From an optimization exercise on the open Yosys and OpenROAD flow, aimed at small area and a short achievable clock period; shortcuts taken in it are not production practice.
At most, simulation tests tie the RTL to the original design; equivalence was not proved.
Only the layout flow was run in runs 2 to 4; the RTL was not checked for function there.
Power is estimated from default activity; no workload was simulated.

===== flow/config.mk =====
export PLATFORM = sky130hd
export DESIGN_NAME = lab4_2
export DESIGN_NICKNAME = lab4_2
export VERILOG_FILES = /design/flow/design.v
export SDC_FILE = /design/flow/constraint.sdc
export NUM_CORES = 4
export LEC_CHECK = 0
export CAP_MARGIN = 20
export CORE_MARGIN = 2
export CORE_UTILIZATION = 40
export CTS_BUF_LIST = sky130_fd_sc_hd__clkbuf_8
export CTS_CLUSTER_DIAMETER = 100
export CTS_CLUSTER_SIZE = 14
export SETUP_SLACK_MARGIN = 4.1
export SLEW_MARGIN = 20

===== flow/constraint.sdc =====
create_clock -name core_clock -period 8.0 [get_ports {clk}]
set_input_delay 1.6000 -clock core_clock [delete_from_list [all_inputs] [get_ports {clk}]]
set_output_delay 1.6000 -clock core_clock [all_outputs]
set_load 0.01 [all_outputs]

===== flow/design.v =====
`timescale 1ns / 1ps
module lab4_2( 
              input wire      mode,
              input wire[2:0] opCode,
              input wire[3:0] value,
              input clk,
              input reset,
              output reg[9:0] result,
              output reg cacheFull,
              output reg invalidOp,
              output reg overflow);
    reg [5:0]   mem[0:31];
    reg [31:14] memx;
    reg [9:0]  p1;      
    reg [11:0] p1x3;    
    reg [5:0]  cnt;     
    reg [3:0]  start;   
    reg [4:0]  nxt;     
    reg        last;    
    reg [6:0]  cur;     
    reg [3:0]  tgt;     
    wire [2:0] cop = cur[6:4];
    wire [3:0] cv  = cur[3:0];
    wire full  = cnt[5];
    wire empty = (cnt == 6'd0);
    wire valid = (opCode[1:0] != 2'b11);
    wire store = !mode && !full && valid;
    wire exec  = mode && !empty;
    wire jump  = cop[2] & cop[1];
    function isjump;
        input [6:0] e;
        isjump = e[6] & e[5];
    endfunction
    wire [11:0] sum = result + cv + (cop[0] ? p1 : 10'd0);
    function [9:0] row;
        input [1:0] d;
        input [9:0] b;
        input [9:0] b3;
        case (d)
            2'd0: row = 10'd0;
            2'd1: row = b;
            2'd2: row = {b[8:0], 1'b0};
            default: row = b3;
        endcase
    endfunction
    wire [9:0] r0 = row(result[1:0], p1, p1x3[9:0]);
    wire [9:0] r1 = row(result[3:2], p1, p1x3[9:0]);
    wire [9:0] r2 = row(result[5:4], p1, p1x3[9:0]);
    wire [9:0] r3 = row(result[7:6], p1, p1x3[9:0]);
    wire [9:0] r4 = row(result[9:8], p1, p1x3[9:0]);
    function [1:0] fa;
        input a, b, c;
        fa = {(a & b) | (a & c) | (b & c), a ^ b ^ c};
    endfunction
    function [1:0] ha;
        input a, b;
        ha = {a & b, a ^ b};
    endfunction
    wire t1, t2, t3, t4, t5, t6, t7, t8, t9, t10, t11, t12, t13, t14, t15, t16, t17, t18, t19, t20, t21, t22, t23, t24, t25, t26, t27, t28;
    assign {t2, t1} = ha(r0[8], r1[6]);
    assign {t4, t3} = fa(r0[9], r1[7], r2[5]);
    assign {t6, t5} = ha(r0[6], r1[4]);
    assign {t8, t7} = fa(r0[7], r1[5], r2[3]);
    assign {t10, t9} = fa(t1, r2[4], r3[2]);
    assign {t12, t11} = fa(t3, r3[3], r4[1]);
    assign {t14, t13} = ha(cv[2], r0[2]);
    assign {t16, t15} = fa(cv[3], r0[3], r1[1]);
    assign {t18, t17} = fa(r0[4], r1[2], r2[0]);
    assign {t20, t19} = fa(r0[5], r1[3], r2[1]);
    assign {t22, t21} = fa(t5, r2[2], r3[0]);
    assign {t24, t23} = fa(t7, r3[1], t6);
    assign {t26, t25} = fa(t9, r4[0], t8);
    assign {t28, t27} = fa(t11, t2, t10);
    wire [9:0] mx = {t27, t25, t23, t21, t19, t17, t15, t13, cv[1], cv[0]};
    wire [9:0] my = {t26, t24, t22, t20, t18, t16, t14, r1[0], r0[1], r0[0]};
    wire mcout = t4 | t12 | t28;
    wire [10:0] plo = mx + my;
    function rowhi;
        input [1:0]  d;
        input        ge1;    
        input        ge2;    
        input        ge3;    
        case (d)
            2'd0: rowhi = 1'b0;
            2'd1: rowhi = ge1;
            2'd2: rowhi = ge2;
            default: rowhi = ge3;
        endcase
    endfunction
    wire mhi = rowhi(result[1:0], 1'b0,        p1[9],       |p1x3[11:10])
             | rowhi(result[3:2], |p1[9:8],    |p1[9:7],    |p1x3[11:8])
             | rowhi(result[5:4], |p1[9:6],    |p1[9:5],    |p1x3[11:6])
             | rowhi(result[7:6], |p1[9:4],    |p1[9:3],    |p1x3[11:4])
             | rowhi(result[9:8], |p1[9:2],    |p1[9:1],    |p1x3[11:2]);
    wire movf = plo[10] | mcout | mhi;
    wire [3:0] pop = result[0] + result[1] + result[2] + result[3] + result[4]
                   + result[5] + result[6] + result[7] + result[8] + result[9];
    wire [9:0] rev = {result[0], result[1], result[2], result[3], result[4],
                      result[5], result[6], result[7], result[8], result[9]};
    reg [9:0] nres;
    reg       novf;
    always @* begin
        case (cop[2:1])
            2'b00:   begin nres = sum[9:0]; novf = sum[11:10] != 2'd0; end
            2'b01:   begin nres = plo[9:0]; novf = movf; end
            default: begin nres = cop[0] ? rev : {6'd0, pop}; novf = 1'b0; end
        endcase
    end
    wire [5:0] tgt1  = tgt + 6'd1;
    wire [5:0] nxt1  = nxt + 6'd1;
    wire [4:0] nidx1 = last ? tgt1[4:0] : nxt1[4:0];
    wire       nlast = last ? (tgt1 == cnt) : (nxt1 == cnt);
    reg [5:0] rd;                                        
    reg       rxs;                                       
    integer k;
    always @* begin
        rd  = 6'd0;
        rxs = 1'b0;
        for (k = 0; k < 32; k = k + 1)
            rd = rd | (mem[k] & {6{last ? (tgt == k) : (nxt == k)}});
        for (k = 14; k < 32; k = k + 1)
            rxs = rxs | (memx[k] & (last ? (tgt == k) : (nxt == k)));
    end
    wire       below14 = last ? (tgt < 4'd14) : (nxt < 5'd14);
    wire       rx      = below14 ? (rd[5:1] == 5'b11111) : rxs;
    wire [6:0] rdat = rx ? {2'b10, rd[0], rd[3:0]}
                         : {rd[5] & rd[4], rd[5:4] == 2'b11 ? 2'b10 : rd[5:4], rd[3:0]};
    wire       wx    = opCode[2] & ~opCode[1];
    wire [6:0] wcode = {wx, opCode[2] ? 2'b11 : opCode[1:0],
                        wx ? {3'b111, opCode[0]} : value};
    wire [6:0] wc = {opCode, value};
    wire [3:0] tw = isjump(wc)   ? value      : start;    
    wire [3:0] te = isjump(rdat) ? rdat[3:0]  : tgt;      
    always @(posedge clk) begin
        if (store)
            mem[cnt[4:0]] <= wcode[5:0];
        for (k = 14; k < 32; k = k + 1)
            if (store && cnt[4:0] == k)
                memx[k] <= wcode[6];
        if (empty) begin
            cur <= wc;
            tgt <= tw;
        end else if (mode) begin
            cur <= rdat;
            tgt <= te;
        end
    end
    always @(posedge clk or posedge reset) begin
        if (reset) begin
            result    <= 10'd0;
            p1        <= 10'd0;
            p1x3      <= 12'd0;
            overflow  <= 1'b0;
            cacheFull <= 1'b0;
            invalidOp <= 1'b0;
            cnt       <= 6'd0;
            start     <= 4'd0;
            nxt       <= 5'd1;
            last      <= 1'b0;
        end else begin
            if (!mode) begin
                if (full)
                    cacheFull <= 1'b1;
                else begin
                    invalidOp <= !valid;
                    if (valid) begin
                        cnt  <= cnt + 6'd1;
                        last <= empty;
                    end
                end
            end else if (!empty) begin
                nxt   <= nidx1;
                last  <= nlast;
                start <= tgt;
                if (!jump) begin
                    result   <= nres;
                    p1       <= result;
                    p1x3     <= {2'd0, result} + {1'b0, result, 1'b0};
                    overflow <= novf;
                end
            end
        end
    end
endmodule

===== flow/run.sh =====
#!/bin/bash
# synth_recipe.tcl (not shown) runs the flow's synth.tcl, then flattens the netlist and writes it again
# the make line also repeats each setting of config.mk as NAME=value (left out here)
make -C /OpenROAD-flow-scripts/flow DESIGN_CONFIG=/design/flow/config.mk WORK_HOME=/design/flow/orfs CLKGATE_MAP_FILE= SYNTH_SCRIPT=/design/flow/synth_recipe.tcl finish

==> results of run 1 <==
routing by layer:
metal / vias to the layer above / part of all wire / GRT usage
li1: 4604 / - / -
met1: 5157 / 0.42 / 0.3082
met2: 489 / 0.47 / 0.3616
met3: 95 / 0.075 / 0.03783
met4: 0 / 0.038 / 0.07372
met5: - / 0 / 0
cells by family after synthesis:
| group | synth area share |
|---|---|
| fa+ha+maj | 0.09236 |
| mux | 0.01875 |
| simple gates | 0.1355 |
| compound gates | 0.1453 |
| flops | 0.5525 |
| buf+inv | 0.03601 |
| xor+xnor | 0.01963 |
area by class of cell:
class,instances,area (sq um),share of cell area
Tap cell,461,576.8,0.03724
Inverter,53,198.9,0.01284
Timing Repair Buffer,45,390.4,0.02520
Sequential cell,271,7900,0.5101
Clock inverter,9,46.29,0.002989
Clock buffer,23,316.6,0.02044
Multi-Input combinational cell,835,6060,0.3912
cells in the mapped netlist, drive strengths merged (17+ instances only):
cell,count
edfxtp,221
nor2,105
o21ai,81
nand2,80
ha,67
nand3,59
clkbuf,56
inv,53
a21oi,50
dfrtp,49
a22oi,43
xnor2,25
fa,24
and2,21
buf,21
a32oi,17
stage by stage:
| stage | std cells | cell area (sq um) | setup slack [ns] | hold slack [ns] | util |
|---|---|---|---|---|---|
| after floorplan | 1236 | 14280 | 4.146 | 0.4496 | - |
| after global placement | 1649 | 14840 | 3.193 | 0.4692 | 0.4191 |
| after detailed placement | 1649 | 14840 | 3.176 | 0.4791 | 0.4191 |
| after CTS | 1681 | 15250 | 3.802 | 0.5011 | 0.4309 |
| after global routing | 1697 | 15490 | 3.913 | 0.5406 | 0.4376 |
| final | 1697 | 15490 | 4.071 | 0.5034 | 0.4376 |
final timing paths:
path / endpoint / slack (ns) / cells after the start
worst max-delay path: mem[3][5] / 4.07 / 5
worst min-delay path: start[1] / 0.50 / 2
worst max register to register: overflow / 4.10 / 14
worst min register to register: start[1] / 0.50 / 2
max in group asynchronous: last / 5.96 / 3
min in group asynchronous: p1x3[5] / 1.48 / 3
tightest hold or removal path: stages (launching register included):
cell and delay [ns]:
sky130_fd_sc_hd__dfrtp_1 0.37, sky130_fd_sc_hd__nand2_1 0.05, sky130_fd_sc_hd__o21ai_0 0.06
report_power, final:
part	total (mW)	leakage [nW]	internal, mW	switching [mW]
clock network	0.734	0.213	0.268	0.467
logic	3.50	2.74	1.44	2.06
registers	2.16	2.58	1.76	0.406
registers in the layout, indices dropped and copies added (netlist names), 4 cells and up:
| name | cells |
|---|---|
| result | 10 |
| cnt | 6 |
| nxt | 5 |
| cur | 7 |
| p1 | 9 |
| memx | 18 |
| tgt | 4 |
| p1x3 | 12 |
| mem | 192 |
| start | 4 |
what timing repair did:
item,CTS,global route
setup endpoints to repair,204,156
pin swaps,0,2
hold endpoints to repair,0,0
buffers inserted,0,16
resized for setup,20,26
==> flow_metrics.env, run 1 <==
export IMPL_run_status="complete, no violations"
export IMPL_post_synth_num_cell_types=75
export IMPL_start_kind="primary input"
export IMPL_cts_buffers_inserted=23
export IMPL_filler_cell_count=3306
export IMPL_worstSetupPathType="primary input to flop"
export IMPL_finalCritPeriodShare=0.4911
export IMPL_power_density_mw_per_mm2=413.1
export IMPL_count_of_input_and_output_buffers=22
export IMPL_clkLatencyLatePin_ns=0.60
export IMPL_worst_endpoint_arrival_ns=4.16
export IMPL_postRouteAntennaNets=0
export IMPL_totalPowerFinal_mw=6.398
export IMPL_timing_critical_path_slowest_cell_delay_ns=0.60
export IMPL_power_ir_vdd_worst_mv=0.3847
export IMPL_start_util=0.4034
export IMPL_cts_sinks=271
export IMPL_cts_root_buffer="sky130_fd_sc_hd__clkbuf_8"
export IMPL_post_route_drc_violation_count=0
export IMPL_synth_top_area_cell="sky130_fd_sc_hd__edfxtp_1"
export IMPL_setup_tns_ns=0
export IMPL_worst_path_max_delay_cell="sky130_fd_sc_hd__nand2_1"
export IMPL_grt_pass1_wl_microns=61930
export IMPL_finalWeightedCongestion=0.9348
export IMPL_postSynth_asyncResetShare=0.1845
export IMPL_timing_max_transition_violations_final=0
export IMPL_cts_tree="done"
export IMPL_post_synth_main_area_contributors="sky130_fd_sc_hd__edfxtp_1 46%, sky130_fd_sc_hd__dfrtp_1 8.6%, sky130_fd_sc_hd__ha_1 5.9%, sky130_fd_sc_hd__fa_1 3.4%, sky130_fd_sc_hd__o21ai_0 2.8%"
export IMPL_timing_final_setup_violations=0
export IMPL_static_leakage_power_nw=5.529
export IMPL_timing_final_crit_period_ns=3.929
export IMPL_crit_chain="clkdlybuf4s50_1 > a21oi_1 > nor2b_2 > nand2_1 > nor2_1"
export IMPL_post_synth_edffs=221
export IMPL_synthCells=1236
export IMPL_synth_seq_area_share=0.5525
export IMPL_critical_path_peak_fanout=14
export IMPL_avgSynthCellArea_sq_um=11.55
export IMPL_antenna_found_initial=0
export IMPL_ys_flop_type="sky130_fd_sc_hd__edfxtp_1"
export IMPL_max_clock_skew_ns=0.03564
export IMPL_wl_microns=42130
export IMPL_timing_hold_worst_class="flop to flop"
export IMPL_share_of_yosys_cell_area_claimed_by_the_top_area_cell_type=0.4648
export IMPL_post_drt_via_cell_ratio=6.096
export IMPL_grt_setup_unrepaired="yes"
export IMPL_grt_start_max_net_pins=56
export IMPL_grt_util_all_layers=0.2239
export IMPL_core_area_sq_mm=0.03540
export IMPL_yosys_warnings=1
export IMPL_finalHoldViolCount=0
export IMPL_critPathLaunch="mode"
export IMPL_worstHoldStart="start[1]"
export IMPL_detailedRoute_firstPassIterationCount=8
export IMPL_die_h_microns=192.9
export IMPL_register_clock_pin_slew_on_the_reported_worst_setup_and_hold_paths_ns=0.10
export IMPL_max_freq_mhz=254.5
export IMPL_route_vias_total=10350
export IMPL_r2r_start="result[5]"
export IMPL_post_cts_hold_buffer_count=0
export IMPL_synth_ff_latch_count=271
export IMPL_maxCapViolCount=0
export IMPL_top_level_ports=23
export IMPL_via_count_of_the_first_global_routing_pass=9719
export IMPL_drtIter0Drc=1549
export IMPL_htree_num_levels=1
export IMPL_path_delay_family="simple AND/OR/NAND/NOR gates"
export IMPL_critical_path_buf_inv_count=1
export IMPL_synthesis_area_sq_mm=0.01428
export IMPL_cts_buffer_depth=3
export IMPL_syn_nets=1337
export IMPL_critical_path_required_ns=8.23
export IMPL_tightest_slew_ns=0.9525
export IMPL_fp_dieArea_sq_mm=0.03722
export IMPL_grt_overflow_total=0
export IMPL_detail_route_wl_per_cell_microns=24.83
export IMPL_max_slew_margin=0.3650
export IMPL_layout_common_cells="221 x sky130_fd_sc_hd__edfxtp_1, 99 x sky130_fd_sc_hd__nor2_1, 79 x sky130_fd_sc_hd__o21ai_0, 78 x sky130_fd_sc_hd__nand2_1"
export IMPL_end_kind="flop"
export IMPL_diodes=0
export IMPL_final_common_cell="sky130_fd_sc_hd__edfxtp_1"
export IMPL_layout_area_overhead_vs_synth_pct=8.474
export IMPL_hpwlAfterDp_microns=28820
export IMPL_chip_width_microns=192.9
export IMPL_proportion_of_layout_cells_with_a_drive_suffix_above_1=0.09223
export IMPL_design_final_nets=1330
export IMPL_floorplan_rows=69
==> inputs of run 2 (changes only) <==
--- a/flow/design.v
+++ b/flow/design.v
@@ -14,7 +14,6 @@
     reg [9:0]  p1;      
     reg [11:0] p1x3;    
     reg [5:0]  cnt;     
-    reg [3:0]  start;   
     reg [4:0]  nxt;     
     reg        last;    
     reg [6:0]  cur;     
@@ -129,7 +128,7 @@
     wire [6:0] wcode = {wx, opCode[2] ? 2'b11 : opCode[1:0],
                         wx ? {3'b111, opCode[0]} : value};
     wire [6:0] wc = {opCode, value};
-    wire [3:0] tw = isjump(wc)   ? value      : start;    
+    wire [3:0] tw = isjump(wc)   ? value      : 4'd0;     
     wire [3:0] te = isjump(rdat) ? rdat[3:0]  : tgt;      
     always @(posedge clk) begin
         if (store)
@@ -154,7 +153,6 @@
             cacheFull <= 1'b0;
             invalidOp <= 1'b0;
             cnt       <= 6'd0;
-            start     <= 4'd0;
             nxt       <= 5'd1;
             last      <= 1'b0;
         end else begin
@@ -171,7 +169,6 @@
             end else if (!empty) begin
                 nxt   <= nidx1;
                 last  <= nlast;
-                start <= tgt;
                 if (!jump) begin
                     result   <= nres;
                     p1       <= result;
==> run 2 against run 1 <==
Net effect: cell count shrank 1.2%; sequential power decreased by 2%; still clean; highest routed layer is now met5; clock power about the same; largest cell class unchanged; worst hold slack worse by 0.034 ns; synthesized cell count fell by 3.9%.
==> flow_metrics.env, run 2 <==
export IMPL_synthTopCellsByCount="221 x sky130_fd_sc_hd__edfxtp_1, 100 x sky130_fd_sc_hd__nor2_1, 95 x sky130_fd_sc_hd__nand2_1, 72 x sky130_fd_sc_hd__a22oi_1, 69 x sky130_fd_sc_hd__o21ai_0"
export IMPL_grt_pass1_wl_microns=61250
export IMPL_tightest_slew_ns=1.006
export IMPL_avgSynthCellArea_sq_um=11.87
export IMPL_count_of_input_and_output_buffers=22
export IMPL_r2r_cells=15
export IMPL_post_cts_hold_buffer_count=0
export IMPL_postSynth_asyncResetShare=0.1723
export IMPL_worstSetupPathType="flop to flop"
export IMPL_drtIter0Drc=1214
export IMPL_worst_endpoint_arrival_ns=4.46
export IMPL_proportion_of_layout_cells_with_a_drive_suffix_above_1=0.1236
export IMPL_grt_util_all_layers=0.2233
export IMPL_critical_path_required_ns=8.44
export IMPL_start_util=0.4074
export IMPL_cts_sinks=267
export IMPL_setup_tns_ns=0
export IMPL_clkLatencyLatePin_ns=0.60
export IMPL_yosys_warnings=1
export IMPL_layout_area_overhead_vs_synth_pct=9.854
export IMPL_r2r_start="result[3]"
export IMPL_hpwlAfterDp_microns=27910
export IMPL_route_vias_total=9965
export IMPL_cts_root_buffer="sky130_fd_sc_hd__clkbuf_8"
export IMPL_critical_path_peak_fanout=9
export IMPL_end_kind="flop"
export IMPL_finalWeightedCongestion=0.8558
export IMPL_cts_tree="done"
export IMPL_start_kind="flop"
export IMPL_syn_nets=1289
export IMPL_synthCells=1188
export IMPL_postRouteAntennaNets=0
export IMPL_chip_width_microns=191.8
export IMPL_synth_xor_xnor_area_share=0.02173
export IMPL_post_synth_edffs=221
export IMPL_floorplan_rows=68
export IMPL_synthesis_area_sq_mm=0.01411
export IMPL_filler_cell_count=3126
export IMPL_timing_final_setup_violations=0
export IMPL_share_of_yosys_cell_area_claimed_by_the_top_area_cell_type=0.4705
export IMPL_worstReg2RegEnd="overflow"
export IMPL_timing_max_transition_violations_final=0
export IMPL_hold_depth=1
export IMPL_synth_adder_area_share=0.09349
export IMPL_power_density_mw_per_mm2=463.9
export IMPL_register_clock_pin_slew_on_the_reported_worst_setup_and_hold_paths_ns=0.10
export IMPL_cts_buffer_depth=3
export IMPL_max_freq_mhz=248.4
export IMPL_synth_compound_area_frac=0.1549
export IMPL_multi_input_comb_area_sq_mm=0.005988
export IMPL_synth_seq_area_share=0.5522
export IMPL_largest_family_of_logic_cells_by_synthesized_area="compound AO/OA/AOI/OAI gates"
export IMPL_post_drt_via_cell_ratio=5.942
export IMPL_core_area_sq_mm=0.03463
export IMPL_htree_num_levels=1
export IMPL_fp_dieArea_sq_mm=0.03678
export IMPL_post_route_drc_violation_count=0
export IMPL_placed_cells_incl_taps=1608
export IMPL_finalCritPeriodShare=0.5031
export IMPL_synth_ff_latch_count=267
export IMPL_synth_top_area_cell="sky130_fd_sc_hd__edfxtp_1"
export IMPL_grt_overflow_total=0
export IMPL_via_count_of_the_first_global_routing_pass=9705
export IMPL_area_sequential_sq_mm=0.007802
export IMPL_worstHoldStart="cacheFull"
export IMPL_timing_final_crit_period_ns=4.025
export IMPL_synthSimpleGateAreaFrac=0.1209
export IMPL_timing_hold_worst_class="flop to flop"
export IMPL_detail_route_wl_per_cell_microns=24.34
export IMPL_largest_reg_flops=192
export IMPL_maxCapViolCount=0
export IMPL_cts_buffers_inserted=23
export IMPL_grt_setup_unrepaired="yes"
export IMPL_synth_most_common_cell="sky130_fd_sc_hd__edfxtp_1"
export IMPL_antenna_found_initial=1
export IMPL_diodes=0
export IMPL_detailedRoute_firstPassIterationCount=5
export IMPL_finalHoldViolCount=0
export IMPL_finish_cell_count_without_fillers=1677
export IMPL_max_clock_skew_ns=0.03085
export IMPL_run_status="complete, no violations"
export IMPL_design_final_nets=1316
export IMPL_final_common_cell="sky130_fd_sc_hd__edfxtp_1"
export IMPL_die_h_microns=191.8
export IMPL_grt_start_max_net_pins=52
export IMPL_synth_mux_area_fraction=0.01978
export IMPL_rrSetupSlack_ns=3.98
export IMPL_hold_end="cacheFull"
export IMPL_max_slew_margin=0.3262
export IMPL_post_synth_num_cell_types=89
export IMPL_static_leakage_power_nw=5.545
export IMPL_wl_microns=40820
export IMPL_ys_flop_type="sky130_fd_sc_hd__edfxtp_1"
export IMPL_top_level_ports=23
export IMPL_post_synth_main_area_contributors="sky130_fd_sc_hd__edfxtp_1 47%, sky130_fd_sc_hd__dfrtp_1 8.0%, sky130_fd_sc_hd__ha_1 5.9%, sky130_fd_sc_hd__a22oi_1 3.8%, sky130_fd_sc_hd__fa_1 3.4%"
export IMPL_layout_common_cells="221 x sky130_fd_sc_hd__edfxtp_1, 100 x sky130_fd_sc_hd__nor2_1, 94 x sky130_fd_sc_hd__nand2_1, 70 x sky130_fd_sc_hd__a22oi_1, 60 x sky130_fd_sc_hd__o21ai_0"
export IMPL_power_ir_vdd_worst_mv=0.3420
## run 2: power by group
group / internal, mW / switching (mW) / leakage, nW
combinational: 1.84 / 2.50 / 2.81
clock: 0.269 / 0.463 / 0.208
sequential: 1.73 / 0.383 / 2.52
total: 3.84 / 3.35 / 5.55
## run 2: what timing repair did
| item | 4_1_cts | 5_1_grt |
|---|---|---|
| endpoints found under the setup margin | 6 | 11 |
| pin swaps | 11 | 18 |
| gates resized for setup | 24 | 26 |
| cloned | 0 | 0 |
| setup buffers | 28 | 9 |
## run 2: cell families (layout without fill, tap and decap cells)
logic type | count (synthesis) | after routing
AND/OR/NAND/NOR | 335 | 335
AO/OA/AOI/OAI | 318 | 318
flip-flops | 267 | 267
buffers and inverters | 118 | 152
adder cells (fa/ha/maj) | 91 | 91
XOR/XNOR | 35 | 35
multiplexers | 24 | 24
## run 2: how the worst max path moves through the flow
stage / from / end / slack (ns)
floorplan: result[3] / overflow / 4.01
global placement: result[3] / overflow / 3.72
global route: result[1] / overflow / 3.82
CTS: result[5] / overflow / 3.98
finish: result[3] / overflow / 3.98
detailed placement: result[3] / overflow / 3.64
## run 2: area by class of cell
class,instances,share of cell area
clock inverter,9,0.003230
tap,455,0.03674
sequential,267,0.5035
multi-input combinational,803,0.3864
timing repair buffer,67,0.03658
clock buffer,23,0.02043
inverter,53,0.01308
## run 2: worst max-delay path, cell delays in order, from the launching register on
cell and delay (ns):
sky130_fd_sc_hd__dfrtp_2 0.42, sky130_fd_sc_hd__inv_2 0.07, sky130_fd_sc_hd__ha_4 0.19, sky130_fd_sc_hd__a22oi_2 0.19
sky130_fd_sc_hd__o21ai_1 0.10, sky130_fd_sc_hd__fa_1 0.58, sky130_fd_sc_hd__fa_1 0.45, sky130_fd_sc_hd__fa_1 0.52
sky130_fd_sc_hd__ha_4 0.18, sky130_fd_sc_hd__nor4_2 0.13, sky130_fd_sc_hd__nand3_1 0.14, sky130_fd_sc_hd__nor3_2 0.12
sky130_fd_sc_hd__o221ai_1 0.12, sky130_fd_sc_hd__or4_1 0.42, sky130_fd_sc_hd__o21ai_1 0.15, sky130_fd_sc_hd__a31oi_1 0.09
## run 2: routing by layer
metal / routed length (microns) / up-vias / part of all wire / global-route usage
met5: 13 / - / 0.00032 / 0
met4: 1814 / 2 / 0.044 / 0.08935
met3: 2933 / 93 / 0.072 / 0.03344
met2: 19600 / 438 / 0.48 / 0.3714
met1: 16460 / 4934 / 0.40 / 0.2933
li1: - / 4498 / - / -
## run 2: stage by stage
step / hold WS, ns / worst slack [ns] / instance area [sq um] / total power, mW / utilization
4_1_cts: 0.4691 / 3.978 / 15350 / 6.994 / 0.4433
6_report: 0.4698 / 3.975 / 15500 / 7.188 / 0.4475
3_5_place_dp: 0.4497 / 3.639 / 14660 / 6.064 / 0.4233
3_3_place_gp: 0.4499 / 3.716 / 14660 / 6.040 / 0.4233
5_1_grt: 0.5047 / 3.824 / 15500 / 7.699 / 0.4475
2_1_floorplan: 0.4715 / 4.012 / 14160 / 4.860 / -
==> inputs of run 3 (changes only) <==
--- a/flow/config.mk
+++ b/flow/config.mk
@@ -10,6 +10,6 @@
 export CORE_UTILIZATION = 40
 export CTS_BUF_LIST = sky130_fd_sc_hd__clkbuf_8
 export CTS_CLUSTER_DIAMETER = 100
-export CTS_CLUSTER_SIZE = 14
-export SETUP_SLACK_MARGIN = 4.1
+export CTS_CLUSTER_SIZE = 12
+export SETUP_SLACK_MARGIN = 4.4
 export SLEW_MARGIN = 20
==> run 3 against run 2 <==
Net effect: still clean; sequential share of layout area fell by 1.3 points; via count rose by 0.95%; setup slack improved by 0.031 ns; final area rose by 2.6%; largest cell class unchanged; highest routed layer is now met4.
==> flow_metrics.env, run 3 <==
export IMPL_synthTopCellsByCount="221 x sky130_fd_sc_hd__edfxtp_1, 100 x sky130_fd_sc_hd__nor2_1, 95 x sky130_fd_sc_hd__nand2_1, 72 x sky130_fd_sc_hd__a22oi_1, 69 x sky130_fd_sc_hd__o21ai_0"
export IMPL_wl_microns=41050
export IMPL_diodes=0
export IMPL_synth_compound_area_frac=0.1549
export IMPL_grt_overflow_total=0
export IMPL_cts_root_buffer="sky130_fd_sc_hd__clkbuf_8"
export IMPL_tightest_slew_ns=1.039
export IMPL_synthesis_area_sq_mm=0.01411
export IMPL_grt_setup_unrepaired="yes"
export IMPL_antenna_found_initial=0
export IMPL_multi_input_comb_area_sq_mm=0.006211
export IMPL_share_of_yosys_cell_area_claimed_by_the_top_area_cell_type=0.4705
export IMPL_max_clock_skew_ns=0.02672
export IMPL_area_sequential_sq_mm=0.007807
export IMPL_critical_path_peak_fanout=12
export IMPL_synth_mux_area_fraction=0.01978
export IMPL_worst_endpoint_arrival_ns=4.47
export IMPL_register_clock_pin_slew_on_the_reported_worst_setup_and_hold_paths_ns=0.10
export IMPL_synth_xor_xnor_area_share=0.02173
export IMPL_end_kind="flop"
export IMPL_hold_end="cacheFull"
export IMPL_grt_pass1_wl_microns=61720
export IMPL_synth_top_area_cell="sky130_fd_sc_hd__edfxtp_1"
export IMPL_layout_area_overhead_vs_synth_pct=12.76
export IMPL_ys_flop_type="sky130_fd_sc_hd__edfxtp_1"
export IMPL_syn_nets=1289
export IMPL_cts_tree="done"
export IMPL_via_count_of_the_first_global_routing_pass=9855
export IMPL_route_vias_total=10060
export IMPL_synth_most_common_cell="sky130_fd_sc_hd__edfxtp_1"
export IMPL_postSynth_asyncResetShare=0.1723
export IMPL_yosys_warnings=1
export IMPL_post_route_drc_violation_count=0
export IMPL_proportion_of_layout_cells_with_a_drive_suffix_above_1=0.1732
export IMPL_max_freq_mhz=250.4
export IMPL_core_area_sq_mm=0.03463
export IMPL_synthCells=1188
export IMPL_post_cts_hold_buffer_count=0
export IMPL_rrSetupSlack_ns=4.01
export IMPL_finalWeightedCongestion=0.8558
export IMPL_r2r_cells=15
export IMPL_postLayoutCoreUtil=0.4593
export IMPL_finalHoldViolCount=0
export IMPL_setup_tns_ns=0
export IMPL_post_drt_via_cell_ratio=5.911
export IMPL_start_util=0.4074
export IMPL_clkLatencyLatePin_ns=0.62
export IMPL_final_common_cell="sky130_fd_sc_hd__edfxtp_1"
export IMPL_floorplan_rows=68
export IMPL_timing_final_setup_violations=0
export IMPL_synthSimpleGateAreaFrac=0.1209
export IMPL_power_ir_vdd_worst_mv=0.2994
export IMPL_design_final_nets=1328
export IMPL_post_synth_num_cell_types=89
export IMPL_worstSetupPathType="flop to flop"
export IMPL_cts_buffer_depth=3
export IMPL_detailedRoute_firstPassIterationCount=6
export IMPL_grt_util_all_layers=0.2257
export IMPL_timing_final_crit_period_ns=3.994
export IMPL_cts_sinks=267
export IMPL_critical_path_required_ns=8.48
export IMPL_largest_reg_flops=192
export IMPL_synth_seq_area_share=0.5522
export IMPL_run_status="complete, no violations"
export IMPL_static_leakage_power_nw=5.694
export IMPL_top_level_ports=23
export IMPL_die_h_microns=191.8
export IMPL_drtIter0Drc=1038
export IMPL_max_slew_margin=0.3038
export IMPL_grt_start_max_net_pins=52
export IMPL_post_synth_edffs=221
export IMPL_detail_route_wl_per_cell_microns=24.12
export IMPL_start_kind="flop"
export IMPL_post_synth_main_area_contributors="sky130_fd_sc_hd__edfxtp_1 47%, sky130_fd_sc_hd__dfrtp_1 8.0%, sky130_fd_sc_hd__ha_1 5.9%, sky130_fd_sc_hd__a22oi_1 3.8%, sky130_fd_sc_hd__fa_1 3.4%"
export IMPL_chip_width_microns=191.8
export IMPL_r2r_start="result[1]"
export IMPL_totalPowerFinal_mw=7.588
export IMPL_worstReg2RegEnd="overflow"
export IMPL_timing_hold_worst_class="flop to flop"
export IMPL_synth_adder_area_share=0.09349
export IMPL_avgSynthCellArea_sq_um=11.87
export IMPL_layout_common_cells="221 x sky130_fd_sc_hd__edfxtp_1, 94 x sky130_fd_sc_hd__nand2_1, 76 x sky130_fd_sc_hd__nor2_1, 69 x sky130_fd_sc_hd__a22oi_1, 65 x sky130_fd_sc_hd__inv_1"
export IMPL_hold_depth=1
export IMPL_hpwlAfterDp_microns=27910
export IMPL_fp_dieArea_sq_mm=0.03678
export IMPL_htree_num_levels=1
export IMPL_timing_max_transition_violations_final=0
export IMPL_count_of_input_and_output_buffers=22
export IMPL_finalCritPeriodShare=0.4992
export IMPL_worstHoldStart="cacheFull"
export IMPL_cts_buffers_inserted=26
export IMPL_synth_ff_latch_count=267
export IMPL_postRouteAntennaNets=0
export IMPL_filler_cell_count=3087
export IMPL_power_density_mw_per_mm2=477.1
export IMPL_maxCapViolCount=0
export IMPL_largest_family_of_logic_cells_by_synthesized_area="compound AO/OA/AOI/OAI gates"
## run 3: what timing repair did
item,CTS,global route
buffers inserted,32,14
resized for setup,41,78
pin swaps,16,22
setup endpoints to repair,14,140
gates cloned,0,0
## run 3: cell type report
type,instances,share of cell area
Sequential cell,267,0.4909
Multi-Input combinational cell,803,0.3905
Timing Repair Buffer,76,0.04114
Tap cell,455,0.03579
Clock buffer,26,0.02250
Inverter,53,0.01290
Clock inverter,22,0.006293
## run 3: layer usage
metal / vias to the layer above / track usage / share of wire
met2: 411 / 0.3731 / 0.48
met3: 114 / 0.03325 / 0.063
li1: 4543 / - / -
met5: - / 0 / 0
met1: 4992 / 0.2927 / 0.41
met4: 0 / 0.1050 / 0.048
## run 3: worst max-delay path, stage by stage (launching register included)
cell                       delay [ns]
sky130_fd_sc_hd__dfrtp_2         0.48
sky130_fd_sc_hd__buf_4           0.17
sky130_fd_sc_hd__ha_4            0.20
sky130_fd_sc_hd__nand2_1         0.09
sky130_fd_sc_hd__o21ai_2         0.07
sky130_fd_sc_hd__fa_1            0.50
sky130_fd_sc_hd__fa_1            0.55
sky130_fd_sc_hd__fa_1            0.46
sky130_fd_sc_hd__ha_4            0.18
sky130_fd_sc_hd__nor4_2          0.13
sky130_fd_sc_hd__nand3_1         0.14
sky130_fd_sc_hd__nor3_2          0.12
sky130_fd_sc_hd__o221ai_1        0.12
sky130_fd_sc_hd__or4_1           0.42
sky130_fd_sc_hd__o21ai_1         0.14
sky130_fd_sc_hd__a31oi_1         0.09
## run 3: cell families after synthesis
group / Yosys count
fa+ha+maj: 91
xor+xnor: 35
mux: 24
simple gates: 335
buf+inv: 118
compound gates: 318
flops: 267
## run 3: how the worst max path moves through the flow
stage                         start  endpoint  slack, ns  depth (start not counted)
after floorplan           result[3]  overflow       4.01                         16
after global placement    result[3]  overflow       3.72                         13
after detailed placement  result[3]  overflow       3.64                         13
after CTS                 result[1]  overflow       3.99                         15
after global routing      result[1]  overflow       3.86                         15
final                     result[1]  overflow       4.01                         15
## run 3: metrics by stage
stage	instances	setup slack (ns)	hold WS (ns)	cell area (sq um)
after global routing	1702	3.864	0.5038	15910
after global placement	1608	3.716	0.4499	14660
final	1702	4.006	0.4718	15910
after CTS	1688	3.987	0.4691	15530
after floorplan	1188	4.012	0.4715	14160
after detailed placement	1608	3.639	0.4497	14660
## run 3: power by group
| part | switching, mW | internal (mW) | leakage, nW |
|---|---|---|---|
| registers | 0.379 | 1.73 | 2.52 |
| logic | 2.63 | 2.05 | 2.88 |
| clock network | 0.482 | 0.307 | 0.299 |
==> inputs of run 4 (changes only) <==
--- a/flow/config.mk
+++ b/flow/config.mk
@@ -11,5 +11,5 @@
 export CTS_BUF_LIST = sky130_fd_sc_hd__clkbuf_8
 export CTS_CLUSTER_DIAMETER = 100
 export CTS_CLUSTER_SIZE = 12
-export SETUP_SLACK_MARGIN = 4.4
+export SETUP_SLACK_MARGIN = 3.8
 export SLEW_MARGIN = 20
==> run 4 against run 3 <==
Net effect: area after synthesis is the same; global-route usage shrank 0.58 points; synthesized cell count is the same; routed wire length shrank 2.4%; register-to-register slack lost 0.17 ns; die area is the same; largest cell class unchanged.
==> flow_metrics.env, run 4 <==
export IMPL_floorplan_rows=68
export IMPL_grt_setup_unrepaired="yes"
export IMPL_start_util=0.4074
export IMPL_synthTopCellsByCount="221 x sky130_fd_sc_hd__edfxtp_1, 100 x sky130_fd_sc_hd__nor2_1, 95 x sky130_fd_sc_hd__nand2_1, 72 x sky130_fd_sc_hd__a22oi_1, 69 x sky130_fd_sc_hd__o21ai_0"
export IMPL_post_synth_edffs=221
export IMPL_cts_sinks=267
export IMPL_timing_hold_worst_class="flop to flop"
export IMPL_static_leakage_power_nw=5.447
export IMPL_max_slew_margin=0.3382
export IMPL_synth_most_common_cell="sky130_fd_sc_hd__edfxtp_1"
export IMPL_finalWeightedCongestion=0.8818
export IMPL_max_clock_skew_ns=0.02602
export IMPL_cts_buffer_depth=3
export IMPL_area_sequential_sq_mm=0.007797
export IMPL_max_freq_mhz=239.9
export IMPL_grt_overflow_total=0
export IMPL_ys_flop_type="sky130_fd_sc_hd__edfxtp_1"
export IMPL_antenna_found_initial=0
export IMPL_layout_area_overhead_vs_synth_pct=8.409
export IMPL_proportion_of_layout_cells_with_a_drive_suffix_above_1=0.09468
export IMPL_cts_buffers_inserted=26
export IMPL_yosys_warnings=1
export IMPL_cts_tree="done"
export IMPL_crit_chain="inv_1 > ha_4 > a22oi_1 > o21ai_1 > fa_1 > fa_1 > fa_1 > ha_4 > nor4_2 > nand3_1 > nor3_1 > o221ai_1 > or4_1 > o21ai_1 > a31oi_1"
export IMPL_critPathLaunch="result[5]"
export IMPL_via_count_of_the_first_global_routing_pass=9661
export IMPL_hpwlAfterDp_microns=28130
export IMPL_share_of_yosys_cell_area_claimed_by_the_top_area_cell_type=0.4705
export IMPL_synth_seq_area_share=0.5522
export IMPL_grt_start_max_net_pins=52
export IMPL_synth_ff_latch_count=267
export IMPL_worst_path_max_delay_cell="sky130_fd_sc_hd__fa_1"
export IMPL_power_density_mw_per_mm2=456.3
export IMPL_worst_endpoint_arrival_ns=4.58
export IMPL_finalCritPeriodShare=0.5210
export IMPL_post_route_drc_violation_count=0
export IMPL_postRouteAntennaNets=0
export IMPL_synthCells=1188
export IMPL_power_ir_vdd_worst_mv=0.2610
export IMPL_final_hold_worst_slack_ns=0.5023
export IMPL_timing_final_crit_period_ns=4.168
export IMPL_final_common_cell="sky130_fd_sc_hd__edfxtp_1"
export IMPL_design_final_nets=1298
export IMPL_timing_critical_path_slowest_cell_delay_ns=0.59
export IMPL_htree_num_levels=1
export IMPL_critical_path_peak_fanout=7
export IMPL_critical_path_top_cell_by_count="sky130_fd_sc_hd__fa_1"
export IMPL_route_vias_total=9886
export IMPL_setup_tns_ns=0
export IMPL_wl_microns=40080
export IMPL_timing_max_transition_violations_final=0
export IMPL_worstHoldStart="cacheFull"
export IMPL_finalHoldViolCount=0
export IMPL_start_kind="flop"
export IMPL_avgSynthCellArea_sq_um=11.87
export IMPL_tightest_slew_ns=0.9836
export IMPL_detailedRoute_firstPassIterationCount=7
export IMPL_postSynth_asyncResetShare=0.1723
export IMPL_maxCapViolCount=0
export IMPL_timing_final_setup_violations=0
export IMPL_post_synth_num_cell_types=89
export IMPL_largest_reg_flops=192
export IMPL_cts_root_buffer="sky130_fd_sc_hd__clkbuf_8"
export IMPL_syn_nets=1289
export IMPL_layout_common_cells="221 x sky130_fd_sc_hd__edfxtp_1, 100 x sky130_fd_sc_hd__nor2_1, 95 x sky130_fd_sc_hd__nand2_1, 72 x sky130_fd_sc_hd__a22oi_1, 65 x sky130_fd_sc_hd__o21ai_0"
export IMPL_detail_route_wl_per_cell_microns=24.16
export IMPL_synthesis_area_sq_mm=0.01411
export IMPL_register_clock_pin_slew_on_the_reported_worst_setup_and_hold_paths_ns=0.09
export IMPL_synth_top_area_cell="sky130_fd_sc_hd__edfxtp_1"
export IMPL_critical_path_buf_inv_count=1
export IMPL_critical_path_required_ns=8.41
export IMPL_post_drt_via_cell_ratio=5.959
export IMPL_drtIter0Drc=1084
export IMPL_end_kind="flop"
export IMPL_run_status="complete, no violations"
export IMPL_core_area_sq_mm=0.03463
export IMPL_die_h_microns=191.8
export IMPL_worstSetupPathType="flop to flop"
export IMPL_grt_util_all_layers=0.2199
export IMPL_fp_dieArea_sq_mm=0.03678
export IMPL_r2r_start="result[5]"
export IMPL_count_of_input_and_output_buffers=22
export IMPL_top_level_ports=23
export IMPL_grt_pass1_wl_microns=60400
export IMPL_path_delay_family="adder cells"
export IMPL_clkLatencyLatePin_ns=0.60
export IMPL_filler_cell_count=3173
export IMPL_diodes=0
export IMPL_chip_width_microns=191.8
export IMPL_multi_input_comb_area_sq_mm=0.005916
export IMPL_post_synth_main_area_contributors="sky130_fd_sc_hd__edfxtp_1 47%, sky130_fd_sc_hd__dfrtp_1 8.0%, sky130_fd_sc_hd__ha_1 5.9%, sky130_fd_sc_hd__a22oi_1 3.8%, sky130_fd_sc_hd__fa_1 3.4%"
[run 4: cell counts after synthesis]
No cell type changed its count.
[run 4: cells by family (layout without fill, tap and decap cells)]
family	count (synthesis)	in the layout	share of synthesized area
AND/OR/NAND/NOR	335	335	0.1209
AO/OA/AOI/OAI	318	318	0.1549
flip-flops	267	267	0.5522
buffers and inverters	118	134	0.03708
adder cells (fa/ha/maj)	91	91	0.09349
XOR/XNOR	35	35	0.02173
multiplexers	24	24	0.01978
[run 4: path summary, 6_finish.rpt]
path,endpoint,slack [ns],cells past startpoint
setup / recovery,overflow,3.83,15
hold / removal,cacheFull,0.50,1
hold reg to reg,cacheFull,0.50,1
max in group asynchronous,result[0],5.93,2
setup reg to reg,overflow,3.83,15
min in group asynchronous,p1x3[8],1.49,2
[run 4: power breakdown]
group | switching, mW | internal, mW | leakage (nW)
Sequential | 0.362 | 1.73 | 2.53
Clock | 0.466 | 0.301 | 0.237
Combinational | 2.42 | 1.70 | 2.68
[run 4: final cells by class]
type / instances / area share
inverter: 53 / 0.01309
sequential: 267 / 0.5099
multi-input combinational: 803 / 0.3868
clock inverter: 9 / 0.003518
tap: 455 / 0.03723
timing repair buffer: 46 / 0.02602
clock buffer: 26 / 0.02340
[run 4: per-layer routing]
layer  vias up  routed length [microns]  part of all wire  GRT usage
met3        94                     2797             0.070    0.02978
li1       4471                        -                 -          -
met2       453                    19090              0.48     0.3653
met4         0                     1744             0.044    0.08462
met1      4868                    16440              0.41     0.2926
met5         -                        0                 0          0
[run 4: metrics by stage]
stage            util  cells  total power, mW  area [sq um]  setup WS [ns]
2_1_floorplan       -   1188            4.796         14110          3.808
3_3_place_gp   0.4231   1610            5.942         14650          3.587
3_5_place_dp   0.4231   1610            5.987         14650          3.528
4_1_cts        0.4377   1650            6.824         15160          3.805
5_1_grt        0.4416   1659            7.503         15290          3.645
6_report       0.4416   1659            6.978         15290          3.832
[run 4: repair_timing]
item	4_1_cts	5_1_grt
hold buffers	0	0
resized for setup	19	11
gates cloned	0	0
setup buffers	5	9
pin swaps	0	3
setup endpoints to repair	1	2
==> inputs of run 5 (changes only) <==
--- a/flow/design.v
+++ b/flow/design.v
@@ -14,6 +14,7 @@
     reg [9:0]  p1;      
     reg [11:0] p1x3;    
     reg [5:0]  cnt;     
+    reg [3:0]  start;   
     reg [4:0]  nxt;     
     reg        last;    
     reg [6:0]  cur;     
@@ -128,7 +129,7 @@
     wire [6:0] wcode = {wx, opCode[2] ? 2'b11 : opCode[1:0],
                         wx ? {3'b111, opCode[0]} : value};
     wire [6:0] wc = {opCode, value};
-    wire [3:0] tw = isjump(wc)   ? value      : 4'd0;     
+    wire [3:0] tw = isjump(wc)   ? value      : start;    
     wire [3:0] te = isjump(rdat) ? rdat[3:0]  : tgt;      
     always @(posedge clk) begin
         if (store)
@@ -153,6 +154,7 @@
             cacheFull <= 1'b0;
             invalidOp <= 1'b0;
             cnt       <= 6'd0;
+            start     <= 4'd0;
             nxt       <= 5'd1;
             last      <= 1'b0;
         end else begin
@@ -169,6 +171,7 @@
             end else if (!empty) begin
                 nxt   <= nidx1;
                 last  <= nlast;
+                start <= tgt;
                 if (!jump) begin
                     result   <= nres;
                     p1       <= result;
==> run 5 against run 4 <==
Net effect: die area is 1.2% higher; cell count increased by 2.8%; routed wire length rose by 4.8%; synthesized cell count grew 4.0%; critical path depth shrank 1; count of clock-buffer cells in the layout is the same; area after synthesis up 1.2%; global-route usage up 0.37 points; final area rose by 1.1%; critical path type unchanged.
==> flow_metrics.env, run 5 <==
export IMPL_share_of_yosys_cell_area_claimed_by_the_top_area_cell_type=0.4648
export IMPL_setup_tns_ns=0
export IMPL_start_util=0.4034
export IMPL_worst_endpoint_arrival_ns=4.51
export IMPL_synth_most_common_cell="sky130_fd_sc_hd__edfxtp_1"
export IMPL_critical_path_peak_fanout=9
export IMPL_timing_max_transition_violations_final=0
export IMPL_crit_chain="inv_1 > ha_4 > a22oi_1 > o21ai_1 > fa_1 > fa_1 > fa_1 > ha_1 > nor4_1 > nand4_1 > nor3_1 > o311ai_0 > a21oi_1 > a31oi_1"
export IMPL_start_kind="flop"
export IMPL_grt_busiest_layer="met2"
export IMPL_count_of_input_and_output_buffers=22
export IMPL_final_common_cell="sky130_fd_sc_hd__edfxtp_1"
export IMPL_grt_overflow_total=0
export IMPL_cts_tree="done"
export IMPL_wl_microns=42020
export IMPL_filler_cell_count=3299
export IMPL_synthCells=1236
export IMPL_syn_nets=1337
export IMPL_max_freq_mhz=246.3
export IMPL_postSynth_asyncResetShare=0.1845
export IMPL_chip_width_microns=192.9
export IMPL_finalWeightedCongestion=0.9348
export IMPL_largest_reg_flops=192
export IMPL_end_kind="flop"
export IMPL_layout_common_cells="221 x sky130_fd_sc_hd__edfxtp_1, 105 x sky130_fd_sc_hd__nor2_1, 79 x sky130_fd_sc_hd__nand2_1, 79 x sky130_fd_sc_hd__o21ai_0, 71 x sky130_fd_sc_hd__inv_1"
export IMPL_grt_util_all_layers=0.2236
export IMPL_grt_setup_unrepaired="no"
export IMPL_core_area_sq_mm=0.03540
export IMPL_post_synth_num_cell_types=75
export IMPL_power_density_mw_per_mm2=414.9
export IMPL_synth_top_area_cell="sky130_fd_sc_hd__edfxtp_1"
export IMPL_via_count_of_the_first_global_routing_pass=9768
export IMPL_use_met1=0.3039
export IMPL_die_h_microns=192.9
export IMPL_route_vias_total=10310
export IMPL_critical_path_required_ns=8.45
export IMPL_avgSynthCellArea_sq_um=11.55
export IMPL_critical_path_buf_inv_count=1
export IMPL_timing_critical_path_slowest_cell_delay_ns=0.53
export IMPL_worstSetupPathType="flop to flop"
export IMPL_diodes=0
export IMPL_timing_final_crit_period_ns=4.060
export IMPL_synth_ff_latch_count=271
export IMPL_htree_num_levels=1
export IMPL_finalCritPeriodShare=0.5075
export IMPL_post_drt_via_cell_ratio=6.040
export IMPL_design_final_nets=1326
export IMPL_critical_path_top_cell_by_count="sky130_fd_sc_hd__fa_1"
export IMPL_detailedRoute_firstPassIterationCount=6
export IMPL_post_synth_main_area_contributors="sky130_fd_sc_hd__edfxtp_1 46%, sky130_fd_sc_hd__dfrtp_1 8.6%, sky130_fd_sc_hd__ha_1 5.9%, sky130_fd_sc_hd__fa_1 3.4%, sky130_fd_sc_hd__o21ai_0 2.8%"
export IMPL_yosys_warnings=1
export IMPL_tightest_slew_ns=0.9617
export IMPL_finalHoldViolCount=0
export IMPL_timing_final_setup_violations=0
export IMPL_synth_seq_area_share=0.5525
export IMPL_fp_dieArea_sq_mm=0.03722
export IMPL_rrSetupSlack_ns=3.94
export IMPL_path_delay_family="adder cells"
export IMPL_post_cts_hold_buffer_count=0
export IMPL_post_synth_edffs=221
export IMPL_layout_area_overhead_vs_synth_pct=8.316
export IMPL_top_level_ports=23
export IMPL_synthTopCellsByCount="221 x sky130_fd_sc_hd__edfxtp_1, 105 x sky130_fd_sc_hd__nor2_1, 81 x sky130_fd_sc_hd__o21ai_0, 79 x sky130_fd_sc_hd__nand2_1, 67 x sky130_fd_sc_hd__ha_1"
export IMPL_cts_sinks=271
export IMPL_maxCapViolCount=0
export IMPL_run_status="complete, no violations"
export IMPL_cts_buffers_inserted=26
export IMPL_grt_pass1_wl_microns=61960
export IMPL_proportion_of_layout_cells_with_a_drive_suffix_above_1=0.07390
export IMPL_floorplan_rows=69
export IMPL_cts_root_buffer="sky130_fd_sc_hd__clkbuf_8"
export IMPL_register_clock_pin_slew_on_the_reported_worst_setup_and_hold_paths_ns=0.09
export IMPL_grt_start_max_net_pins=56
export IMPL_worst_path_max_delay_cell="sky130_fd_sc_hd__dfrtp_2"
export IMPL_antenna_found_initial=0
export IMPL_clkLatencyLatePin_ns=0.61
export IMPL_max_clock_skew_ns=0.03617
export IMPL_static_leakage_power_nw=5.580
export IMPL_hpwlAfterDp_microns=28820
export IMPL_gr_usage_met3=0.04525
export IMPL_detail_route_wl_per_cell_microns=24.63
export IMPL_drtIter0Drc=1402
export IMPL_power_ir_vdd_worst_mv=0.3869
export IMPL_postRouteAntennaNets=0
export IMPL_synthesis_area_sq_mm=0.01428
export IMPL_ys_flop_type="sky130_fd_sc_hd__edfxtp_1"
export IMPL_post_route_drc_violation_count=0
export IMPL_cts_buffer_depth=3
export IMPL_gr_met2_demand_resource=0.3579
export IMPL_final_hold_worst_slack_ns=0.4953
export IMPL_max_slew_margin=0.3588
export IMPL_timing_hold_worst_class="flop to flop"
## run 5: changes by cell type after synthesis, moves of 9 or more
cell                       change
sky130_fd_sc_hd__a22oi_1      -29
sky130_fd_sc_hd__nand3_1      +35
sky130_fd_sc_hd__a32oi_1       +9
sky130_fd_sc_hd__o21ai_0      +12
sky130_fd_sc_hd__clkbuf_1     +12
sky130_fd_sc_hd__nand2_1      -16
## run 5: stage by stage
step	total power, mW	instance area, sq um	setup slack (ns)	util	instances
after global routing	6.880	15470	3.804	0.4369	1706
after CTS	6.340	15340	3.814	0.4333	1697
after floorplan	4.420	14280	4.146	-	1236
after global placement	5.466	14840	3.193	0.4191	1649
after detailed placement	5.492	14840	3.176	0.4191	1649
final	6.416	15470	3.940	0.4369	1706
## run 5: tightest hold or removal path: cells and delay by family (launching register included)
family	cells	cell delay [ns]
AO/OA/AOI/OAI	1	0.06
AND/OR/NAND/NOR	1	0.05
flip-flops	1	0.36
## run 5: report_power, final
part | switching, mW | internal, mW | leakage, nW
Clock | 0.488 | 0.338 | 0.314
Sequential | 0.414 | 1.76 | 2.58
Combinational | 2.03 | 1.39 | 2.68
## run 5: kinds of logic after synthesis
kind of cell	synth area share
simple gates	0.1355
compound gates	0.1453
flops	0.5525
buf+inv	0.03601
fa+ha+maj	0.09236
xor+xnor	0.01963
mux	0.01875
## run 5: final timing paths
check | start | endpoint | cells past startpoint
worst max-delay path | result[3] | overflow | 14
worst min-delay path | start[1] | start[1] | 2
worst max register to register | result[3] | overflow | 14
worst min register to register | start[1] | start[1] | 2
max in group asynchronous | reset | result[5] | 3
min in group asynchronous | reset | p1x3[4] | 3
## run 5: what timing repair did
| item | in CTS | in global routing |
|---|---|---|
| endpoints found under the setup margin | 2 | 201 |
| pin swaps | 0 | 1 |
| gates resized for setup | 12 | 13 |
| buffers inserted | 0 | 9 |
## run 5: cell type report
cell class	count	area, sq um	share of cell area
Sequential cell	271	7896	0.5106
Multi-Input combinational cell	835	5974	0.3863
Tap cell	461	576.8	0.03729
Clock buffer	26	357.8	0.02314
Timing Repair Buffer	38	340.3	0.02200
Inverter	53	198.9	0.01286
Clock inverter	22	121.4	0.007847
## run 5: per-layer routing
layer  part of all wire  wire [microns]
met1               0.42           17520
met2               0.46           19330
met3              0.083            3503
met4              0.040            1668
met5                  0               0
==> inputs of run 6 (changes only) <==
--- a/flow/config.mk
+++ b/flow/config.mk
@@ -11,5 +11,5 @@
 export CTS_BUF_LIST = sky130_fd_sc_hd__clkbuf_8
 export CTS_CLUSTER_DIAMETER = 100
 export CTS_CLUSTER_SIZE = 12
-export SETUP_SLACK_MARGIN = 3.8
+export SETUP_SLACK_MARGIN = 4.1
 export SLEW_MARGIN = 20
==> run 6 against run 5 <==
Net effect: sequential share of layout area down 0.46 points; final area up 0.96%; highest routed layer unchanged; die area unchanged; register-to-register slack better by 0.24 ns; still clean on timing, DRC and antenna; area after synthesis unchanged; largest cell class unchanged; critical path type is now primary input to flop.
==> flow_metrics.env, run 6 <==
export IMPL_dpl_instance_area_sq_mm=0.01484
export IMPL_power_ir_vdd_worst_mv=0.3966
export IMPL_timing_critical_path_slowest_cell_delay_ns=0.62
export IMPL_synth_most_common_cell="sky130_fd_sc_hd__edfxtp_1"
export IMPL_floorplan_rows=69
export IMPL_power_frac_seq=0.331
export IMPL_largest_reg_flops=192
export IMPL_grt_overflow_total=0
export IMPL_cell_internal_pwr_mw=3.537
export IMPL_drtIter0Drc=1339
export IMPL_core_area_sq_mm=0.03540
export IMPL_synthTopCellsByCount="221 x sky130_fd_sc_hd__edfxtp_1, 105 x sky130_fd_sc_hd__nor2_1, 81 x sky130_fd_sc_hd__o21ai_0, 79 x sky130_fd_sc_hd__nand2_1, 67 x sky130_fd_sc_hd__ha_1"
export IMPL_cts_root_buffer="sky130_fd_sc_hd__clkbuf_8"
export IMPL_post_drt_via_cell_ratio=6.062
export IMPL_worst_path_max_delay_cell="sky130_fd_sc_hd__nand2_1"
export IMPL_synth_seq_area_share=0.5525
export IMPL_via_count_of_the_first_global_routing_pass=9757
export IMPL_post_synth_num_cell_types=75
export IMPL_route_vias_total=10400
export IMPL_hold_depth=2
export IMPL_finalHoldViolCount=0
export IMPL_post_synth_main_area_contributors="sky130_fd_sc_hd__edfxtp_1 46%, sky130_fd_sc_hd__dfrtp_1 8.6%, sky130_fd_sc_hd__ha_1 5.9%, sky130_fd_sc_hd__fa_1 3.4%, sky130_fd_sc_hd__o21ai_0 2.8%"
export IMPL_worst_endpoint_arrival_ns=4.20
export IMPL_cts_sinks=271
export IMPL_die_h_microns=192.9
export IMPL_hpwlAfterDp_microns=28820
export IMPL_timing_final_setup_violations=0
export IMPL_register_clock_pin_slew_on_the_reported_worst_setup_and_hold_paths_ns=0.09
export IMPL_rrSetupSlack_ns=4.18
export IMPL_finalCritPeriodShare=0.4923
export IMPL_worstReg2RegEnd="overflow"
export IMPL_cts_buffer_depth=3
export IMPL_finalInstanceArea_sq_mm=0.01562
export IMPL_avgSynthCellArea_sq_um=11.55
export IMPL_postSynth_asyncResetShare=0.1845
export IMPL_power_density_mw_per_mm2=416.5
export IMPL_cts_buffers_inserted=26
export IMPL_critical_path_required_ns=8.26
export IMPL_layout_common_cells="221 x sky130_fd_sc_hd__edfxtp_1, 98 x sky130_fd_sc_hd__nor2_1, 79 x sky130_fd_sc_hd__o21ai_0, 78 x sky130_fd_sc_hd__nand2_1, 71 x sky130_fd_sc_hd__inv_1"
export IMPL_wl_microns=42140
export IMPL_post_route_drc_violation_count=0
export IMPL_design_final_nets=1335
export IMPL_finalWeightedCongestion=0.9348
export IMPL_post_synth_edffs=221
export IMPL_synth_top_area_cell="sky130_fd_sc_hd__edfxtp_1"
export IMPL_timing_max_transition_violations_final=0
export IMPL_syn_nets=1337
export IMPL_cts_tree="done"
export IMPL_combinationalPowerShare=0.542
export IMPL_p_switching_mw=2.967
export IMPL_synthCells=1236
export IMPL_top_level_ports=23
export IMPL_detailedRoute_firstPassIterationCount=6
export IMPL_grt_setup_unrepaired="yes"
export IMPL_filler_cell_count=3292
export IMPL_synth_ff_latch_count=271
export IMPL_postLayoutCoreUtil=0.4411
export IMPL_grt_util_all_layers=0.2239
export IMPL_finish_cell_count_without_fillers=1715
export IMPL_hold_end="start[0]"
export IMPL_clkPwrFrac=0.127
export IMPL_netSwitchingFraction=0.4562
export IMPL_maxCapViolCount=0
export IMPL_max_slew_margin=0.3712
export IMPL_run_status="complete, no violations"
export IMPL_chip_width_microns=192.9
export IMPL_r2r_start="result[8]"
export IMPL_synthesis_area_sq_mm=0.01428
export IMPL_detail_route_wl_per_cell_microns=24.57
export IMPL_end_kind="flop"
export IMPL_timing_hold_worst_class="flop to flop"
export IMPL_start_kind="primary input"
export IMPL_max_clock_skew_ns=0.03563
export IMPL_layout_area_overhead_vs_synth_pct=9.359
export IMPL_worstSetupPathType="primary input to flop"
export IMPL_start_util=0.4034
export IMPL_diodes=0
export IMPL_fp_dieArea_sq_mm=0.03722
export IMPL_ys_flop_type="sky130_fd_sc_hd__edfxtp_1"
export IMPL_timing_final_crit_period_ns=3.938
export IMPL_share_of_yosys_cell_area_claimed_by_the_top_area_cell_type=0.4648
export IMPL_critical_path_peak_fanout=14
export IMPL_final_common_cell="sky130_fd_sc_hd__edfxtp_1"
export IMPL_r2r_cells=13
export IMPL_htree_num_levels=1
export IMPL_setup_tns_ns=0
export IMPL_count_of_input_and_output_buffers=22
export IMPL_tightest_slew_ns=0.9432
export IMPL_antenna_found_initial=0
export IMPL_worstHoldStart="start[0]"
export IMPL_static_leakage_power_nw=5.638
export IMPL_grt_pass1_wl_microns=62010
export IMPL_max_freq_mhz=253.9
export IMPL_clkLatencyLatePin_ns=0.62
export IMPL_grt_start_max_net_pins=56
export IMPL_crit_chain="clkdlybuf4s50_1 > a21oi_1 > nor2b_2 > nand2_1 > nor2_1"
export IMPL_totalPowerFinal_mw=6.504
export IMPL_placed_cells_incl_taps=1649
export IMPL_proportion_of_layout_cells_with_a_drive_suffix_above_1=0.09729
export IMPL_yosys_warnings=1
export IMPL_postRouteAntennaNets=0
## run 6: cell counts after synthesis
No cell type changed its count.
## run 6: cells by family (layout without fill, tap and decap cells)
family,count (synthesis),count (layout),synth area share
buffers and inverters,130,148,0.03601
adders and majority gates,91,91,0.09236
AOI/OAI and AO/OA,305,305,0.1453
and+or+nand+nor,384,384,0.1355
DFF,271,271,0.5525
xor gates and xnor gates,32,32,0.01963
muxes,23,23,0.01875
## run 6: repair_timing
item,4_1_cts,5_1_grt
resized for setup,18,31
hold buffers,0,0
buffers inserted,0,18
endpoints found under the setup margin,204,156
pin swaps,0,1
## run 6: worst max-delay path by stage
stage / start / endpoint / slack (ns)
finish: mode / mem[26][5] / 4.06
global route: mode / mem[19][5] / 3.93
CTS: result[0] / overflow / 3.86
detailed placement: mode / mem[1][5] / 3.18
global placement: mode / mem[29][5] / 3.19
floorplan: result[1] / overflow / 4.15
## run 6: final cells by class
cell class | instances | area (sq um) | share of cell area
Tap cell | 461 | 576.8 | 0.03694
Multi-Input combinational cell | 835 | 6055 | 0.3877
Sequential cell | 271 | 7900 | 0.5059
Clock buffer | 26 | 357.8 | 0.02292
Inverter | 53 | 198.9 | 0.01274
Timing Repair Buffer | 47 | 405.4 | 0.02596
Clock inverter | 22 | 121.4 | 0.007772
## run 6: per-stage QoR
stage / setup slack (ns) / hold WS (ns)
3_3_place_gp: 3.193 / 0.4692
4_1_cts: 3.857 / 0.4985
5_1_grt: 3.928 / 0.5365
3_5_place_dp: 3.176 / 0.4791
2_1_floorplan: 4.146 / 0.4496
6_report: 4.062 / 0.4988
## run 6: power by group through the flow
stage                     Clock (mW)  Sequential [mW]  Combinational, mW
final                          0.827             2.15               3.52
after global placement             0             2.20               3.26
after CTS                      0.840             2.17               3.33
after detailed placement           0             2.20               3.29
after global routing           0.892             2.18               3.89
after floorplan                    0             1.94               2.48
## run 6: routing by layer
| metal | share of wire | routed length [microns] | global-route usage |
|---|---|---|---|
| met1 | 0.42 | 17720 | 0.3052 |
| met2 | 0.47 | 19710 | 0.3595 |
| met3 | 0.076 | 3197 | 0.04434 |
| met4 | 0.036 | 1514 | 0.07459 |
| met5 | 0 | 0 | 0 |
## run 6: worst max-delay path: cells and delay by family
family                 cells  cell delay [ns]
AOI/OAI and AO/OA          1             0.28
buffers and inverters      1             0.55
and+or+nand+nor            3             1.76
==> inputs of run 7 (changes only) <==
==> flow/flow/run.sh (new file) <==
#!/bin/bash
# The standard layout (the standard.sh, unchanged synthesis), except that
# the port buffers are sky130_fd_sc_hd__buf_2 cells rather than the delay
# buffer that buffer_ports picks by default, and the resizer may swap cells
# across footprints. Full tool output goes to standard.log here; ORFS's own
# per-step logs stay under orfs/logs.
set -euo pipefail
export BUFFER_PORTS_ARGS="-buffer_cell sky130_fd_sc_hd__buf_2"
bash standard.sh MATCH_CELL_FOOTPRINT=0 finish > standard.log 2>&1
==> flow/standard.sh (new file) <==
#!/bin/bash
# synth_recipe.tcl (not shown) runs the flow's synth.tcl, then flattens the netlist and writes it again
# the make line also repeats each setting of config.mk as NAME=value (left out here)
make -C /OpenROAD-flow-scripts/flow DESIGN_CONFIG=/design/flow/config.mk WORK_HOME=/design/flow/orfs CLKGATE_MAP_FILE= SYNTH_SCRIPT=/design/flow/synth_recipe.tcl "${@:-finish}"
removed: flow/run.sh
==> run 7 against run 6 <==
Net effect: combinational power down 1%; highest routed layer unchanged; global-route usage up 0.61 points; critical path depth up 4; clock skew about the same; flip-flop and latch count unchanged; count of clock-buffer cells in the layout unchanged; maximum frequency up 2.7%; still clean; clock power down 6.8%; via count down 0.41%; routed wire length up 0.44%; total power down 1.6%; register-to-register slack worse by 0.02 ns.
==> flow_metrics.env, run 7 <==
export IMPL_run_status="complete, no violations"
export IMPL_avgSynthCellArea_sq_um=11.55
export IMPL_multi_input_comb_area_sq_mm=0.006030
export IMPL_r2r_start="nxt[0]"
export IMPL_finalCritPeriodShare=0.4794
export IMPL_route_vias_total=10350
export IMPL_post_synth_num_cell_types=75
export IMPL_placed_cells_incl_taps=1649
export IMPL_htree_num_levels=1
export IMPL_grt_pass1_wl_microns=63500
export IMPL_synthesis_area_sq_mm=0.01428
export IMPL_postRouteAntennaNets=0
export IMPL_detail_route_wl_per_cell_microns=24.91
export IMPL_post_synth_main_area_contributors="sky130_fd_sc_hd__edfxtp_1 46%, sky130_fd_sc_hd__dfrtp_1 8.6%, sky130_fd_sc_hd__ha_1 5.9%, sky130_fd_sc_hd__fa_1 3.4%, sky130_fd_sc_hd__o21ai_0 2.8%"
export IMPL_wl_microns=42320
export IMPL_drtIter0Drc=1287
export IMPL_tightest_slew_ns=0.9343
export IMPL_cts_buffers_inserted=26
export IMPL_cts_sinks=271
export IMPL_count_of_input_and_output_buffers=22
export IMPL_finalHoldViolCount=0
export IMPL_critical_path_peak_fanout=16
export IMPL_timing_final_setup_violations=0
export IMPL_worstSetupPathType="flop to flop"
export IMPL_crit_chain="inv_1 > ha_1 > and3b_1 > and2_0 > a221oi_1 > nand4_1 > or3_1 > nand4b_1 > a41o_1"
export IMPL_grt_start_max_net_pins=56
export IMPL_synth_ff_latch_count=271
export IMPL_hpwlAfterDp_microns=29320
export IMPL_final_common_cell="sky130_fd_sc_hd__edfxtp_1"
export IMPL_floorplan_rows=69
export IMPL_end_kind="flop"
export IMPL_max_clock_skew_ns=0.03596
export IMPL_synth_seq_area_share=0.5525
export IMPL_dpl_instance_area_sq_mm=0.01473
export IMPL_finalWeightedCongestion=0.9185
export IMPL_synthCells=1236
export IMPL_timing_hold_worst_class="flop to flop"
export IMPL_area_sequential_sq_mm=0.007901
export IMPL_totalPowerFinal_mw=6.397
export IMPL_worstHoldStart="start[1]"
export IMPL_antenna_found_initial=0
export IMPL_timing_max_transition_violations_final=0
export IMPL_syn_nets=1337
export IMPL_max_freq_mhz=260.7
export IMPL_layout_area_overhead_vs_synth_pct=7.782
export IMPL_setup_tns_ns=0
export IMPL_synthTopCellsByCount="221 x sky130_fd_sc_hd__edfxtp_1, 105 x sky130_fd_sc_hd__nor2_1, 81 x sky130_fd_sc_hd__o21ai_0, 79 x sky130_fd_sc_hd__nand2_1, 67 x sky130_fd_sc_hd__ha_1"
export IMPL_worstReg2RegEnd="tgt[0]"
export IMPL_maxCapViolCount=0
## run 7: per-stage QoR
stage / hold slack (ns) / util
after floorplan: 0.4496 / -
after global placement: 0.4745 / 0.4160
after detailed placement: 0.4780 / 0.4160
after CTS: 0.4989 / 0.4327
after global routing: 0.5326 / 0.4348
final: 0.5077 / 0.4348
## run 7: how the worst max path moves through the flow
stage	to	slack [ns]	from	depth (start not counted)
2_1_floorplan	overflow	4.15	result[1]	15
3_3_place_gp	mem[10][4]	3.59	mode	5
3_5_place_dp	mem[10][0]	3.50	mode	5
4_1_cts	overflow	4.14	result[4]	14
5_1_grt	overflow	3.98	result[2]	14
6_report	tgt[0]	4.16	nxt[0]	9
## run 7: area by class of cell
class,count,share of cell area
Sequential cell,271,0.5134
Clock buffer,26,0.02325
Tap cell,461,0.03748
Multi-Input combinational cell,835,0.3918
Inverter,53,0.01293
Clock inverter,9,0.003252
Timing Repair Buffer,44,0.01789
## run 7: repair_timing
| action | CTS | global route |
|---|---|---|
| pin swaps | 1 | 1 |
| endpoints found under the setup margin | 4 | 138 |
| resized for setup | 23 | 16 |
| gates cloned | 0 | 0 |
| setup buffers | 13 | 2 |
## run 7: report_power, final
| group | internal (mW) | switching (mW) | total, mW |
|---|---|---|---|
| registers | 1.76 | 0.394 | 2.15 |
| logic | 1.41 | 2.06 | 3.47 |
| clock network | 0.299 | 0.473 | 0.771 |
| total | 3.47 | 2.93 | 6.40 |
## run 7: layer usage
metal | part of all wire | vias to the layer above | global-route usage | wire length (microns)
li1 | - | 4602 | - | -
met1 | 0.42 | 5168 | 0.3124 | 17820
met2 | 0.47 | 482 | 0.3785 | 19770
met3 | 0.069 | 102 | 0.03186 | 2913
met4 | 0.043 | 0 | 0.08159 | 1818
met5 | 0 | - | 0 | 0
## run 7: worst max-delay path, delay by kind of cell, from the launching register on
| family | cells | cell delay (ns) |
|---|---|---|
| buffers and inverters | 1 | 0.11 |
| AO/OA/AOI/OAI | 2 | 0.82 |
| adder cells (fa/ha/maj) | 1 | 0.44 |
| flip-flops | 1 | 0.70 |
| AND/OR/NAND/NOR | 5 | 1.47 |
## run 7: cell families (layout without fill, tap and decap cells)
family                   Yosys count  in the layout  share of synthesized area
AND/OR/NAND/NOR                  384            384                     0.1355
AO/OA/AOI/OAI                    305            305                     0.1453
flip-flops                       271            271                     0.5525
buffers and inverters            130            132                    0.03601
adder cells (fa/ha/maj)           91             91                    0.09236
XOR/XNOR                          32             32                    0.01963
multiplexers                      23             23                    0.01875

Setup slack of run 7, layout unchanged: 4.165 ns with ideal ports, 4.165 ns with driving cells assumed (clock clkbuf_16, inputs buf_2), 3.782 ns with port delays also shifted by the 0.649 ns mid clock arrival.
